This is an optimization exercise on Yosys and OpenROAD, whose aim is small area, not a production implementation. Only simulation tests tie the RTL to the original design; equivalence was not proved. No driver is modelled on the clock port, so clocking that relies on it looks cheaper here than on a real chip. Power and IR drop assume default switching activity.

Setup of lane 1:
==> flow/design.v <==
module Custom_font_ROM(addr, out_data);
	input 	[5:0] addr;
	output reg [4:0] out_data;
	always @(*) begin
		case (addr)
			6'd0: out_data = 5'b01100;
			6'd1: out_data = 5'b01100;
			6'd3: out_data = 5'b00001;
			6'd4: out_data = 5'b10000;
			6'd5: out_data = 5'b11000;
			6'd6: out_data = 5'b00110;
			6'd7: out_data = 5'b00011;
			6'd8: out_data = 5'b00110;
			6'd9: out_data = 5'b00110;
			6'd11: out_data = 5'b10000;
			6'd12: out_data = 5'b00001;
			6'd13: out_data = 5'b00011;
			6'd14: out_data = 5'b01100;
			6'd15: out_data = 5'b11000;
			6'd16: out_data = 5'b10000;
			6'd17: out_data = 5'b11000;
			6'd18: out_data = 5'b00110;
			6'd19: out_data = 5'b00001;
			6'd24: out_data = 5'b00001;
			6'd25: out_data = 5'b00011;
			6'd26: out_data = 5'b01100;
			6'd27: out_data = 5'b10000;
			default: out_data = 5'b00000;
		endcase
	end
endmodule
module LCD_display_string(on, index, out);
	input 			on;	 
	input 		[4:0]	index;
	output reg 	[7:0]	out;
	always @(*) begin
		out = 8'h20;
		if (on)
			case (index)
				5'd5:  out = 8'h4e;
				5'd6:  out = 8'h43;
				5'd7:  out = 8'h4c;
				5'd8:  out = 8'h41;
				5'd9:  out = 8'h42;
				5'd11: out = 8'h00;
				5'd12: out = 8'h01;
				5'd16: out = 8'h32;
				5'd17: out = 8'h30;
				5'd18: out = 8'h32;
				5'd19: out = 8'h34;
				5'd21: out = 8'h31;
				5'd22: out = 8'h31;
				5'd24: out = 8'h32;
				5'd25: out = 8'h38;
				default: out = 8'h20;
			endcase
	end
endmodule
module IR_RECEIVE(iCLK, iRST_n, iIRDA, oDATA_READY, oCMD);
input               iCLK;
input               iRST_n;
input               iIRDA;
output              oDATA_READY;
output      [7:0]   oCMD;
localparam IDLE = 2'b00, GUIDANCE = 2'b01, DATAREAD = 2'b10;
localparam [12:0] B_IDLE = 13'b0100100000100,
                  B_GUID = 13'b0101101100100,
                  C625   = 13'b0101010010000,
                  C1297  = 13'b0000110001011;
reg     [1:0]   state, state_nx;
reg     [12:0]  cnt;
reg             flag;
reg     [5:0]   bitcount;
reg             T;           
reg     [7:0]   R;           
reg             M;           
reg             data_ready;
wire        z      = (cnt[11:0] == 12'd0);
wire        tc     = cnt[12] & z;
wire        fb     = cnt[12] ^ cnt[7] ^ cnt[6] ^ cnt[5] ^ z;
wire [12:0] cnt_nx = {cnt[11:0], fb};
always @(*) begin
    case (state)
        IDLE:     state_nx = tc ? GUIDANCE : IDLE;
        GUIDANCE: state_nx = tc ? DATAREAD : GUIDANCE;
        DATAREAD: state_nx = (tc || (bitcount == 6'd33)) ? IDLE : DATAREAD;
        default:  state_nx = IDLE;
    endcase
end
reg [12:0] base;
always @(*) begin
    case (state)
        IDLE:     base = B_IDLE;
        GUIDANCE: base = B_GUID;
        default:  base = 13'd0;
    endcase
end
wire chg  = (state_nx != state);
wire cond = (state == IDLE) ? ~iIRDA : iIRDA;
wire rd   = (state == DATAREAD);
wire sh   = rd && (cnt == C625);
wire st1  = rd && (cnt == C1297);
wire push = (bitcount <= 6'd24);
wire rot  = (bitcount >= 6'd25) && (bitcount <= 6'd31);
wire neq  = T ^ R[0];
wire [5:0] bitcount_nx = !rd ? 6'd0 : sh ? bitcount + 6'd1 : bitcount;
always @(posedge iCLK or negedge iRST_n)
    if (!iRST_n) begin
        state      <= IDLE;
        flag       <= 1'b0;
        cnt[12]    <= 1'b0;
        bitcount[5] <= 1'b0;
        data_ready <= 1'b0;
    end
    else begin
        state      <= state_nx;
        flag       <= cond & ~chg;
        cnt[12]    <= flag ? cnt_nx[12] : base[12];
        bitcount[5] <= bitcount_nx[5];
        data_ready <= (bitcount == 6'd32) && M && neq;
    end
always @(posedge iCLK) begin
    cnt[11:0]      <= flag ? cnt_nx[11:0] : base[11:0];
    bitcount[4:0]  <= bitcount_nx[4:0];
end
always @(posedge iCLK) begin
    if (sh)       T <= 1'b0;
    else if (st1) T <= 1'b1;
    if (sh) begin
        if (push)     R <= {T, R[7:1]};
        else if (rot) R <= {R[0], R[7:1]};
    end
    if (!rd)
        M <= 1'b1;
    else if (sh && rot)
        M <= M & neq;
end
assign oDATA_READY = data_ready;
assign oCMD = {R[0], R[7:1]};
endmodule
module div400(clk, rst, en400);
    input               clk, rst;
    output              en400;
    localparam  [10:0]  S0 = 11'd1547, TC = 11'd1797;
    reg         [10:0]  count;
    reg                 half;
    wire        tc = (count == TC);
    assign en400 = tc & ~half;
    always @(posedge clk or negedge rst)
        if (!rst) begin
            count <= S0;
            half  <= 1'b0;
        end
        else begin
            count <= {count[9:0], count[10] ^ count[8] ^ tc};
            if (tc) half <= ~half;
        end
endmodule
module test(clk, rst, IRDA_RXD, LCD_DATA, LCD_EN, LCD_RW, LCD_RS, LED, KEY, SW);
    input               clk, rst;
    input               IRDA_RXD;
    output      [7:0]   LCD_DATA;
    input       [2:0]   KEY;
    input       [17:0]  SW;
    output              LCD_EN, LCD_RS, LCD_RW;
    output      [17:0]  LED;
    wire            en400;
    div400 div_400HZ(.clk(clk), .rst(rst), .en400(en400));
    wire            IR_READY;
    wire    [7:0]   IR_CMD;
    IR_RECEIVE IR(.iCLK(clk), .iRST_n(rst), .iIRDA(IRDA_RXD),
                  .oDATA_READY(IR_READY), .oCMD(IR_CMD));
    reg             IR_READY_q, IR_READY_q2;
    wire            IR_FALL  = IR_READY_q & ~IR_READY;
    wire            TXT_FALL = IR_READY_q2 & ~IR_READY_q;
    always @(posedge clk or negedge rst)
        if (!rst) begin
            IR_READY_q  <= 1'b0;
            IR_READY_q2 <= 1'b0;
        end
        else begin
            IR_READY_q  <= IR_READY;
            IR_READY_q2 <= IR_READY_q;
        end
    reg     [2:0]   led_pos;
    always @(posedge clk or negedge rst)
        if (!rst)
            led_pos <= 3'd0;
        else if (IR_FALL) begin
            if (IR_CMD == 8'h14) led_pos <= led_pos + 3'd1;
            else if (IR_CMD == 8'h18) led_pos <= led_pos - 3'd1;
        end
    assign LED = {10'd0, 8'd1 << led_pos};
    reg     [1:0]   txt;
    always @(posedge clk or negedge rst)
        if (!rst)
            txt <= 2'b00;
        else if (TXT_FALL) begin
            if (IR_CMD == 8'h01) txt <= 2'b01;
            else if (IR_CMD == 8'h02) txt <= 2'b10;
        end
    reg     [1:0]   ph;
    reg             fnt;
    reg     [5:0]   k;
    always @(posedge clk or negedge rst)
        if (!rst) begin
            ph  <= 2'd0;
            fnt <= 1'b0;
            k   <= 6'b110011;
        end
        else if (en400) begin
            case (ph)
                2'd0:    ph <= 2'd1;
                2'd1:    ph <= 2'd2;
                default: ph <= 2'd0;
            endcase
            if (ph == 2'd0) begin
                if (fnt) begin
                    if (k == 6'd63) fnt <= 1'b0;           
                    else            k <= k + 6'd1;
                end
                else if (!k[5]) begin
                    if (k[3:0] == 4'd15) k[5] <= 1'b1;     
                    else                 k <= k + 6'd1;
                end
                else if (k[3:0] == 4'd15)
                    k <= {1'b0, k[4:0] + 5'd1};            
                else if (k[3:0] == 4'd7) begin
                    fnt <= 1'b1;                           
                    k   <= 6'd0;
                end
                else
                    k <= k + 6'd1;
            end
        end
    reg             txt_w;
    always @(posedge clk)
        if (en400 && ph == 2'd0)
            txt_w <= (k[5] ^ k[4]) ? txt[1] : txt[0];
    wire    [4:0]   font_data;
    wire    [7:0]   char_data;
    Custom_font_ROM cr(.addr(k), .out_data(font_data));
    LCD_display_string LCD(.on(txt_w), .index(k[4:0]), .out(char_data));
    reg     [7:0]   data;
    always @(*) begin
        if (fnt)
            data = {3'b000, font_data};
        else if (!k[5])
            data = char_data;
        else
            case (k[4:0])
                5'b01111: data = 8'hC0;
                5'b10100: data = 8'h38;
                5'b10101: data = 8'h01;
                5'b10110: data = 8'h06;
                5'b10111: data = 8'h40;
                default:  data = 8'h80;
            endcase
    end
    assign LCD_DATA = data;
    assign LCD_EN   = (ph == 2'd1);
    assign LCD_RS   = fnt | ~k[5];
    assign LCD_RW   = 1'b0;
endmodule
==> flow/config.mk <==
export PLATFORM = sky130hd
export DESIGN_NAME = test
export DESIGN_NICKNAME = test
export VERILOG_FILES = /design/flow/design.v
export SDC_FILE = /design/flow/constraint.sdc
export NUM_CORES = 4
export LEC_CHECK = 0
export CAP_MARGIN = 20
export CORE_MARGIN = 2
export CORE_UTILIZATION = 40
export SLEW_MARGIN = 20
export ADDER_MAP_FILE =
export BUFFER_PORTS_ARGS = -buffer_cell sky130_fd_sc_hd__buf_1
export CTS_ARGS = -sink_clustering_enable -repair_clock_nets -dont_use_dummy_load -buf_list sky130_fd_sc_hd__clkbuf_4
export SKIP_REPAIR_TIE_FANOUT = 1
export POST_CTS_TCL = /design/flow/flow/post_cts.tcl
==> flow/constraint.sdc <==
create_clock -name core_clock -period 10.0 [get_ports {clk}]
set_input_delay 2.0000 -clock core_clock [delete_from_list [all_inputs] [get_ports {clk}]]
set_output_delay 2.0000 -clock core_clock [all_outputs]
set_load 0.01 [all_outputs]
standard.sh (not shown) runs the stock make flow with config.mk's settings and CLKGATE_MAP_FILE= SYNTH_SCRIPT=/design/flow/synth_recipe.tcl, a recipe that flattens the netlist after the stock synthesis.
==> flow/flow/run.sh <==
#!/bin/bash
# The standard layout (standard.sh) with these changes:
#  - synthesis runs ABC with an area-oriented script (flow/abc_area.script,
#    deepsyn then area mapping); the synthesis is tried with six deepsyn
#    seeds and the layout is made from the seed whose netlist is smallest;
#  - adders are left to ABC (no ADDER_MAP_FILE), like the rest of the logic;
#  - the port buffers are sky130_fd_sc_hd__buf_1;
#  - constant outputs share one tie cell (no tie fan-out repair);
#  - CTS adds no dummy loads to the clock tree and builds it from
#    sky130_fd_sc_hd__clkbuf_4; flow/post_cts.tcl then makes the root and
#    the leaves with 10 or more sinks sky130_fd_sc_hd__clkbuf_8.
set -euo pipefail
W=$PWD
echo 'export ADDER_MAP_FILE =' >> config.mk
echo 'export BUFFER_PORTS_ARGS = -buffer_cell sky130_fd_sc_hd__buf_1' >> config.mk
echo 'export CTS_ARGS = -sink_clustering_enable -repair_clock_nets -dont_use_dummy_load -buf_list sky130_fd_sc_hd__clkbuf_4' >> config.mk
echo 'export SKIP_REPAIR_TIE_FANOUT = 1' >> config.mk
echo "export POST_CTS_TCL = $W/flow/post_cts.tcl" >> config.mk
export FLOW_SYNTH=$W/synth_recipe.tcl

# synthesis with each seed, each in a work folder of its own
for S in 1 2 3 4 5 6; do
  sed "s/-S 1 /-S $S /" flow/abc_area.script > abc_s$S.script
  sed "s#WORK_HOME=[^ ]*#WORK_HOME=$W/try_s$S#; s#SYNTH_SCRIPT=[^ ]*#SYNTH_SCRIPT=$W/flow/my_synth.tcl#" standard.sh > try_s$S.sh
  ( MY_ABC_SCRIPT=$W/abc_s$S.script bash try_s$S.sh synth > try_s$S.log 2>&1 || true ) &
done
wait
BEST=1; BESTA=1e12
for S in 1 2 3 4 5 6; do
  f=$W/try_s$S/reports/sky130hd/test/base/synth_stat.txt
  [[ -f $f ]] || continue
  A=$(grep -m1 "Chip area for module" $f | awk '{print $NF}')
  echo "seed $S synth area $A" | tee -a seeds.log
  if awk "BEGIN{exit !($A < $BESTA)}"; then BEST=$S; BESTA=$A; fi
done
echo "best seed $BEST ($BESTA)" | tee -a seeds.log

sed "s#SYNTH_SCRIPT=[^ ]*#SYNTH_SCRIPT=$W/flow/my_synth.tcl#" standard.sh > my_standard.sh
MY_ABC_SCRIPT=$W/abc_s$BEST.script bash my_standard.sh > flow.log 2>&1
Other scripts of this flow, unchanged in this note and not shown: flow/flow/abc_area.script, flow/flow/my_synth.tcl, flow/flow/post_cts.tcl
Lane 1 has completed all stages; timing, DRC and antenna checks passed.
Input-level comparison between lane 2 and lane 1:
--- a/flow/design.v
+++ b/flow/design.v
@@ -173,16 +173,11 @@
     reg             IR_READY_q, IR_READY_q2;
     wire            IR_FALL  = IR_READY_q & ~IR_READY;
     wire            TXT_FALL = IR_READY_q2 & ~IR_READY_q;
     always @(posedge clk or negedge rst)
-        if (!rst) begin
-            IR_READY_q  <= 1'b0;
-            IR_READY_q2 <= 1'b0;
-        end
-        else begin
-            IR_READY_q  <= IR_READY;
-            IR_READY_q2 <= IR_READY_q;
-        end
+        if (!rst) IR_READY_q <= 1'b0;
+        else      IR_READY_q <= IR_READY;
+    always @(posedge clk) IR_READY_q2 <= IR_READY_q;
     reg     [2:0]   led_pos;
     always @(posedge clk or negedge rst)
         if (!rst)
             led_pos <= 3'd0;
@@ -191,18 +186,20 @@
             else if (IR_CMD == 8'h18) led_pos <= led_pos - 3'd1;
         end
     assign LED = {10'd0, 8'd1 << led_pos};
     reg     [1:0]   txt;
-    always @(posedge clk or negedge rst)
-        if (!rst)
+    wire            pre;
+    always @(posedge clk)
+        if (pre)
             txt <= 2'b00;
         else if (TXT_FALL) begin
             if (IR_CMD == 8'h01) txt <= 2'b01;
             else if (IR_CMD == 8'h02) txt <= 2'b10;
         end
     reg     [1:0]   ph;
     reg             fnt;
     reg     [5:0]   k;
+    assign pre = !fnt && (k == 6'b110011);
     always @(posedge clk or negedge rst)
         if (!rst) begin
             ph  <= 2'd0;
             fnt <= 1'b0;
Lane 2: flow completed, timing, DRC and antenna clean
Lane 2 against lane 1: area of the placeable core now smaller, utilization of the core after routing -0.26 points.
Taking lane 1 as the reference, in lane 2 total stage count of the critical path went down 1, minimum period implied by the final worst setup slack went down 0.42 ns.
Looking at logic gate share of total power, lane 2 sits 2.2 points below lane 1.
Between lane 1 and lane 2, the flow reports cell count decreasing by a few percent.
Lane 1 -> lane 2: portion of total power attributed to the clock network flat
Comparing lane 2 and lane 1, the lower global-route wire length before repair is on lane 2.
When lane 2 is measured against lane 1, its routed wire length turns out about 2.3% higher.
Lane 2 vs lane 1, synthesis-to-layout area growth went down by 0.16 points.
Looking at critical path's slowest cell, the dfstp_2 result is from lane 1; the dfrtp_1 one comes from lane 2.

[re-timing with driven ports]
No port has a modelled driver above. Below, the same layouts with a new extraction and two added sets of constraints. Step 1, drivers: a clkbuf_16 drives clk and a buf_2 each remaining input, both assumed. Step 2 moves the port delays by t, midway between the first and last clock arrival at a register: inputs arrive t later, outputs are due t later. That takes back most of the time a late clock gives input paths. a / b / c = no drivers / after step 1 / after step 2; a / b = the first two.
| run | shift t [ns] | slack for setup (ns) | worst setup path after step 2 | worst slew at a driven data input, ns |
|---|---|---|---|---|
| lane 1 | 0.348 | 5.455 / 5.431 / 5.779 | register to output | 0.03 |
| lane 2 | 0.340 | 5.877 / 5.849 / 6.189 | register to output | 0.03 |
After both steps setup and hold are still met in every run listed.
